Context: an optimization exercise on an open-source flow, tuned for small area. The choices shown serve that exercise and are no tape-out recipe. Where RTL was checked, it was by simulation tests only, not by an equivalence proof against the original. Power is estimated from default activity; no workload was simulated.

// calc
module calc(clk, rst, validIn, dataIn, dataOut);
input clk, rst, validIn;
input  [15:0] dataIn;
output [15:0] dataOut;
reg [1:0] state;
reg [15:0] num1;
reg [15:0] dataOut;
wire inA = ~state[1] & ~state[0];
wire inB = state[0];
wire inC = state[1];
wire opAdd = dataOut[0];
wire isOp  = (dataIn[15:2] == 14'd0);
wire selSq  = inB & ~dataIn[0];
wire selMul = inC & ~opAdd;
wire [15:0] mb;
assign mb[0] = (selSq & num1[0]) | (selMul & dataIn[0]) | (inC & opAdd) | (inB & dataIn[0]);
assign mb[15:1] = ({15{selSq}} & num1[15:1]) | ({15{selMul}} & dataIn[15:1]);
wire injHi = inC & opAdd;
wire injLo = inB | (inC & opAdd);
wire [15:0] prodN;
    wire pp_0_0 = ~(num1[0] & mb[0]);
    wire pp_1_0 = ~(num1[1] & mb[0]);
    wire pp_2_0 = ~(num1[2] & mb[0]);
    wire pp_3_0 = ~(num1[3] & mb[0]);
    wire pp_4_0 = ~(num1[4] & mb[0]);
    wire pp_5_0 = ~(num1[5] & mb[0]);
    wire pp_6_0 = ~(num1[6] & mb[0]);
    wire pp_7_0 = ~(num1[7] & mb[0]);
    wire pp_8_0 = ~(num1[8] & mb[0]);
    wire pp_9_0 = ~(num1[9] & mb[0]);
    wire pp_10_0 = ~(num1[10] & mb[0]);
  ...
For scale: roughly 430 cells after synthesis, about 34 flip-flops, ~35 I/O pins, about 4400 um2 of cells after synthesis.
export LEC_CHECK = 0
export CAP_MARGIN = 0
export CORE_MARGIN = 2
export CORE_UTILIZATION = 40
export CTS_BUF_LIST = sky130_fd_sc_hd__clkbuf_8
export SLEW_MARGIN = 0
export SYNTH_HIERARCHICAL = 1
create_clock -name core_clock -period 8.0 [get_ports {clk}]
standard.sh (not shown) runs the stock make flow with config.mk's settings and CLKGATE_MAP_FILE= SYNTH_SCRIPT=/design/flow/synth_recipe.tcl, a recipe that flattens the netlist after the stock synthesis.
==> flow/flow/run.sh <==
#!/bin/bash
# Layout flow: the standard layout (standard.sh) with two changes:
# - the port buffers that global placement puts on every input and output
#   port are made from the smallest buffer cell (the resizer still upsizes
#   any that needs more drive);
# - clock tree synthesis adds no dummy loads (they only balance the leaf
#   buffers' loads and take area).
# Every tool's output goes to standard.log here, and ORFS's own logs.
export BUFFER_PORTS_ARGS="-buffer_cell sky130_fd_sc_hd__buf_1"
export CTS_ARGS="-sink_clustering_enable -repair_clock_nets -buf_list sky130_fd_sc_hd__clkbuf_8 -dont_use_dummy_load"
bash standard.sh finish > standard.log 2>&1
Change:
--- a/flow/design.v
+++ b/flow/design.v
@@ -429,33 +429,23 @@
     wire s229, c230;
     fa u_s229 (.a(s71), .b(s69), .c(c228), .s(s229), .co(c230));
     wire s231, c232;
     fa u_s231 (.a(s87), .b(s89), .c(c230), .s(s231), .co(c232));
     wire s233, c234;
     fa u_s233 (.a(s107), .b(s109), .c(c232), .s(s233), .co(c234));
     wire s235, c236;
     fa u_s235 (.a(c110), .b(s131), .c(c234), .s(s235), .co(c236));
-    wire s237;
-    xn2 u_s237 (.a(c132), .b(s155), .y(s237));
-    wire c238 = c132 | s155;
+    wire s237, c238;
+    fa u_s237 (.a(c132), .b(s155), .c(c236), .s(s237), .co(c238));
     wire s239, c240;
     fa u_s239 (.a(c156), .b(s181), .c(c238), .s(s239), .co(c240));
     wire s241;
     xn2 u_s241 (.a(s210), .b(c240), .y(s241));
-    wire s242 = c132 ^ s155;
-    wire c243 = c132 & s155;
-    wire s244, c245;
-    fa u_s244 (.a(c156), .b(s181), .c(c243), .s(s244), .co(c245));
-    wire s246;
-    xn2 u_s246 (.a(s210), .b(c245), .y(s246));
-    wire m247 = c236 ? s237 : s242;
-    wire m248 = c236 ? s239 : s244;
-    wire m249 = c236 ? s241 : s246;
-    assign prodN = {m249, m248, m247, s235, s233, s231, s229, s227, s225, s223, s221, s219, s217, s215, s213, s211};
+    assign prodN = {s241, s239, s237, s235, s233, s231, s229, s227, s225, s223, s221, s219, s217, s215, s213, s211};
 wire selRes = inC | (inB & isOp & dataIn[1]);
 wire [1:0] stn = inB ? (isOp ? (dataIn[1] ? 2'b00 : 2'b10) : 2'b01) : (inC ? 2'b00 : 2'b01);
 wire ld    = validIn & ~rst;
 wire sResN = ~(ld & selRes);
 wire sIn   = ld & ~selRes;
 wire sOld  = ~validIn & ~rst;
 wire [15:0] dNext;
 genvar gi;
What happened:
- clock power hardly moves
- cell count climbs by 0.50%
- utilization went up by 0.71 points
- design area stays flat
- first-iteration DRC count falls by 17%
- power is lower by 5.3%
- global-route usage stays flat
- flip-flop and latch count does not change
- worst setup slack is worse by 0.43 ns
- die area went down by 1.9%
No functional check of the RTL was part of the first run of this note.


## the reference run
Another version of the RTL of calc (not shown whole).
Size in the first run: ~420 cells after synthesis, ~35 I/O pins.
export LEC_CHECK = 0
export CAP_MARGIN = 0
export CORE_MARGIN = 2
export CORE_UTILIZATION = 40
export CTS_BUF_LIST = sky130_fd_sc_hd__clkbuf_8
export GPL_TIMING_DRIVEN = 0
export SLEW_MARGIN = 0
export SYNTH_HIERARCHICAL = 1
create_clock -name core_clock -period 8.0 [get_ports {clk}]
==> flow/flow/run.sh <==
#!/bin/bash
# Layout flow: the standard layout (standard.sh) with these changes:
# - the port buffers that global placement puts on every input and output
#   port are made from the smallest buffer cell (the resizer still upsizes
#   any that needs more drive);
# - clock tree synthesis adds no dummy loads (they only balance the leaf
#   buffers' loads and take area);
# - after global routing, ORFS's power recovery (repair_timing
#   -recover_power) downsizes gates on paths that have slack to spare.
# Every tool's output goes to standard.log here, and ORFS's own logs.
export BUFFER_PORTS_ARGS="-buffer_cell sky130_fd_sc_hd__buf_1"
export CTS_ARGS="-sink_clustering_enable -repair_clock_nets -buf_list sky130_fd_sc_hd__clkbuf_8 -dont_use_dummy_load"
export RECOVER_POWER=100
bash standard.sh finish > standard.log 2>&1
#### Input delta (the trial run over the reference run)
diff --git a/flow/design.v b/flow/design.v
--- a/flow/design.v
+++ b/flow/design.v
@@ -568,38 +568,35 @@
     wire s227, c228;
     fa u_s227 (.a(s55), .b(s53), .c(c226), .s(s227), .co(c228));
     wire s229, c230;
     fa u_s229 (.a(s71), .b(s69), .c(c228), .s(s229), .co(c230));
     wire s231, c232;
     fa u_s231 (.a(s87), .b(s89), .c(c230), .s(s231), .co(c232));
     wire s233, c234;
     fa u_s233 (.a(s107), .b(s109), .c(c232), .s(s233), .co(c234));
-    wire s235;
-    xn2 u_s235 (.a(c110), .b(s131), .y(s235));
-    wire c236 = c110 | s131;
-    wire s237, c238;
-    fa u_s237 (.a(c132), .b(s155), .c(c236), .s(s237), .co(c238));
+    wire s235, c236;
+    fa u_s235 (.a(c110), .b(s131), .c(c234), .s(s235), .co(c236));
+    wire s237;
+    xn2 u_s237 (.a(c132), .b(s155), .y(s237));
+    wire c238 = c132 | s155;
     wire s239, c240;
     fa u_s239 (.a(c156), .b(s181), .c(c238), .s(s239), .co(c240));
     wire s241;
     xn2 u_s241 (.a(s210), .b(c240), .y(s241));
-    wire s242 = c110 ^ s131;
-    wire c243 = c110 & s131;
+    wire s242 = c132 ^ s155;
+    wire c243 = c132 & s155;
     wire s244, c245;
-    fa u_s244 (.a(c132), .b(s155), .c(c243), .s(s244), .co(c245));
-    wire s246, c247;
-    fa u_s246 (.a(c156), .b(s181), .c(c245), .s(s246), .co(c247));
-    wire s248;
-    xn2 u_s248 (.a(s210), .b(c247), .y(s248));
-    wire m249 = c234 ? s235 : s242;
-    wire m250 = c234 ? s237 : s244;
-    wire m251 = c234 ? s239 : s246;
-    wire m252 = c234 ? s241 : s248;
-    assign prodN = {m252, m251, m250, m249, s233, s231, s229, s227, s225, s223, s221, s219, s217, s215, s213, s211};
+    fa u_s244 (.a(c156), .b(s181), .c(c243), .s(s244), .co(c245));
+    wire s246;
+    xn2 u_s246 (.a(s210), .b(c245), .y(s246));
+    wire m247 = c236 ? s237 : s242;
+    wire m248 = c236 ? s239 : s244;
+    wire m249 = c236 ? s241 : s246;
+    assign prodN = {m249, m248, m247, s235, s233, s231, s229, s227, s225, s223, s221, s219, s217, s215, s213, s211};
 wire selRes = inC | (inB & isOp & dataIn[1]);
 wire [1:0] stn = inB ? (isOp ? (dataIn[1] ? 2'b00 : 2'b10) : 2'b01) : (inC ? 2'b00 : 2'b01);
 wire ld    = validIn & ~rst;
 wire sResN = ~(ld & selRes);
 wire sIn   = ld & ~selRes;
 wire sOld  = ~validIn & ~rst;
 wire [15:0] dNext;
 genvar gi;
Notes after the runs:
The ratio of final minimum period to clock period of the trial run and that of the reference run are within noise of each other. The trial run vs. the reference run: core utilization closely matched the old numbers, die extent in x decreased by about 0.36% relative to the old numbers, complex-gate fraction of the synthesized area closely matched the old numbers, number of nets in the finished design decreased by 0.87% relative to the old numbers. Compare the reference run and the trial run | met2 track utilization from global routing lower: the reference run. Comparing the reference run and the trial run, the higher global-route usage is on the trial run. The trial run — worst setup slack 6.0 ps higher, the reference run as reference.
No functional check of the RTL was part of the reference run.


== rev 12 ==
Another version of the RTL of calc (not shown whole).
Size: ~410 cells after synthesis, ~34 flip-flops.
==> flow/config.mk <==
export PLATFORM = sky130hd
export DESIGN_NAME = calc
export DESIGN_NICKNAME = calc
export VERILOG_FILES = /design/flow/design.v
export SDC_FILE = /design/flow/constraint.sdc
export NUM_CORES = 4
export LEC_CHECK = 0
export CAP_MARGIN = 0
export CORE_MARGIN = 2
export CORE_UTILIZATION = 40
export CTS_BUF_LIST = sky130_fd_sc_hd__clkbuf_8
export GPL_TIMING_DRIVEN = 0
export SLEW_MARGIN = 0
export SYNTH_HIERARCHICAL = 1
==> flow/constraint.sdc <==
create_clock -name core_clock -period 8.0 [get_ports {clk}]
set_input_delay 1.6000 -clock core_clock [delete_from_list [all_inputs] [get_ports {clk}]]
set_output_delay 1.6000 -clock core_clock [all_outputs]
set_load 0.01 [all_outputs]
==> flow/flow/run.sh <==
#!/bin/bash
# Layout flow: the standard layout (standard.sh) with two changes:
# - the port buffers that global placement puts on every input and output
#   port are made from the smallest buffer cell (the resizer still upsizes
#   any that needs more drive);
# - clock tree synthesis adds no dummy loads (they only balance the leaf
#   buffers' loads and take area).
# Every tool's output goes to standard.log here, and ORFS's own logs.
export BUFFER_PORTS_ARGS="-buffer_cell sky130_fd_sc_hd__buf_1"
export CTS_ARGS="-sink_clustering_enable -repair_clock_nets -buf_list sky130_fd_sc_hd__clkbuf_8 -dont_use_dummy_load"
bash standard.sh finish > standard.log 2>&1
diff inputs: rev 12 => rev 13
diff --git a/flow/design.v b/flow/design.v
--- a/flow/design.v
+++ b/flow/design.v
@@ -569,36 +569,23 @@
     fa u_s227 (.a(s55), .b(s53), .c(c226), .s(s227), .co(c228));
     wire s229, c230;
     fa u_s229 (.a(s71), .b(s69), .c(c228), .s(s229), .co(c230));
     wire s231, c232;
     fa u_s231 (.a(s87), .b(s89), .c(c230), .s(s231), .co(c232));
     wire s233, c234;
     fa u_s233 (.a(s107), .b(s109), .c(c232), .s(s233), .co(c234));
-    wire s235;
-    xn2 u_s235 (.a(c110), .b(s131), .y(s235));
-    wire c236 = c110 | s131;
+    wire s235, c236;
+    fa u_s235 (.a(c110), .b(s131), .c(c234), .s(s235), .co(c236));
     wire s237, c238;
     fa u_s237 (.a(c132), .b(s155), .c(c236), .s(s237), .co(c238));
     wire s239, c240;
     fa u_s239 (.a(c156), .b(s181), .c(c238), .s(s239), .co(c240));
     wire s241;
     xn2 u_s241 (.a(s210), .b(c240), .y(s241));
-    wire s242 = c110 ^ s131;
-    wire c243 = c110 & s131;
-    wire s244, c245;
-    fa u_s244 (.a(c132), .b(s155), .c(c243), .s(s244), .co(c245));
-    wire s246, c247;
-    fa u_s246 (.a(c156), .b(s181), .c(c245), .s(s246), .co(c247));
-    wire s248;
-    xn2 u_s248 (.a(s210), .b(c247), .y(s248));
-    wire m249 = c234 ? s235 : s242;
-    wire m250 = c234 ? s237 : s244;
-    wire m251 = c234 ? s239 : s246;
-    wire m252 = c234 ? s241 : s248;
-    assign prodN = {m252, m251, m250, m249, s233, s231, s229, s227, s225, s223, s221, s219, s217, s215, s213, s211};
+    assign prodN = {s241, s239, s237, s235, s233, s231, s229, s227, s225, s223, s221, s219, s217, s215, s213, s211};
 wire selRes = inC | (inB & isOp & dataIn[1]);
 wire [1:0] stn = inB ? (isOp ? (dataIn[1] ? 2'b00 : 2'b10) : 2'b01) : (inC ? 2'b00 : 2'b01);
 wire ld    = validIn & ~rst;
 wire sResN = ~(ld & selRes);
 wire sIn   = ld & ~selRes;
 wire sOld  = ~validIn & ~rst;
 wire [15:0] dNext;
[summary]
- The flow completed for rev 13, but it is not clean: the layout still shows negative setup slack.
- On rev 13: relative contribution of the clock network to total power is 0.6 points higher than what rev 12 gave.
- The synthesized area in rev 13 sits 120 um2 below the value recorded for rev 12.
- Measured against each other, rev 13 and rev 12 differ in violation count after the first detailed-routing iteration, the higher figure coming from rev 12.
- Rev 13 vs rev 12, launching instance or port of the critical path: dataIn[10] vs dataIn[6]
- [compare] base=rev 12 new=rev 13: power share of the sequential group went up by 1.1 points; core utilization now sits higher; count of plain and timing-repair buffers in the layout went up by 9.
- Rev 13 supports a lower top clock frequency than rev 12.
No functional check of the RTL was part of any run of this note.

separate check: timing with driven ports:
The results above use ideal ports. As a check the final layouts listed here were re-extracted and re-timed, cells and wires unchanged.
Step 1 (the two cells are an assumption about what drives the block):
set clk [get_ports {clk}]
set_driving_cell -lib_cell sky130_fd_sc_hd__clkbuf_16 $clk
set_driving_cell -lib_cell sky130_fd_sc_hd__buf_2 [delete_from_list [all_inputs] $clk]
Step 2 times the ports against the registers' clock, not the clock port: input delays grow and output delays shrink by t, the midpoint of the rising clock arrivals with the driver on.
Slacks: ideal ports / drivers / drivers and shift; pairs: ideal ports / drivers.
| run | t (ns) | setup WS [ns] | worst setup path after step 2 | slew at the worst register clock pin (ns) | worst data-port slew with drivers (ns) |
|---|---|---|---|---|---|
| the first run of note 1 | 0.311 | 0.689 / 0.698 / 0.386 | input to register | 0.07 / 0.07 | 0.04 |
| the second run of note 1 | 0.313 | 0.262 / 0.267 / -0.046 | input to register | 0.08 / 0.08 | 0.03 |
| the reference run | 0.320 | 0.221 / 0.232 / -0.088 | input to register | 0.09 / 0.09 | 0.03 |
| the trial run | 0.315 | 0.227 / 0.235 / -0.080 | input to register | 0.08 / 0.08 | 0.05 |
| rev 12 | 0.326 | 0.245 / 0.260 / -0.066 | input to register | 0.10 / 0.10 | 0.04 |
| rev 13 | 0.317 | -0.022 / -0.017 / -0.334 | input to register | 0.07 / 0.07 | 0.06 |
With both steps, setup timing fails in the second run of note 1, the reference run, the trial run and rev 12, where it was met with ideal ports. For rev 13, which loses most, drivers alone change the setup slack by +0.005 ns; drivers and shift together by -0.312 ns.
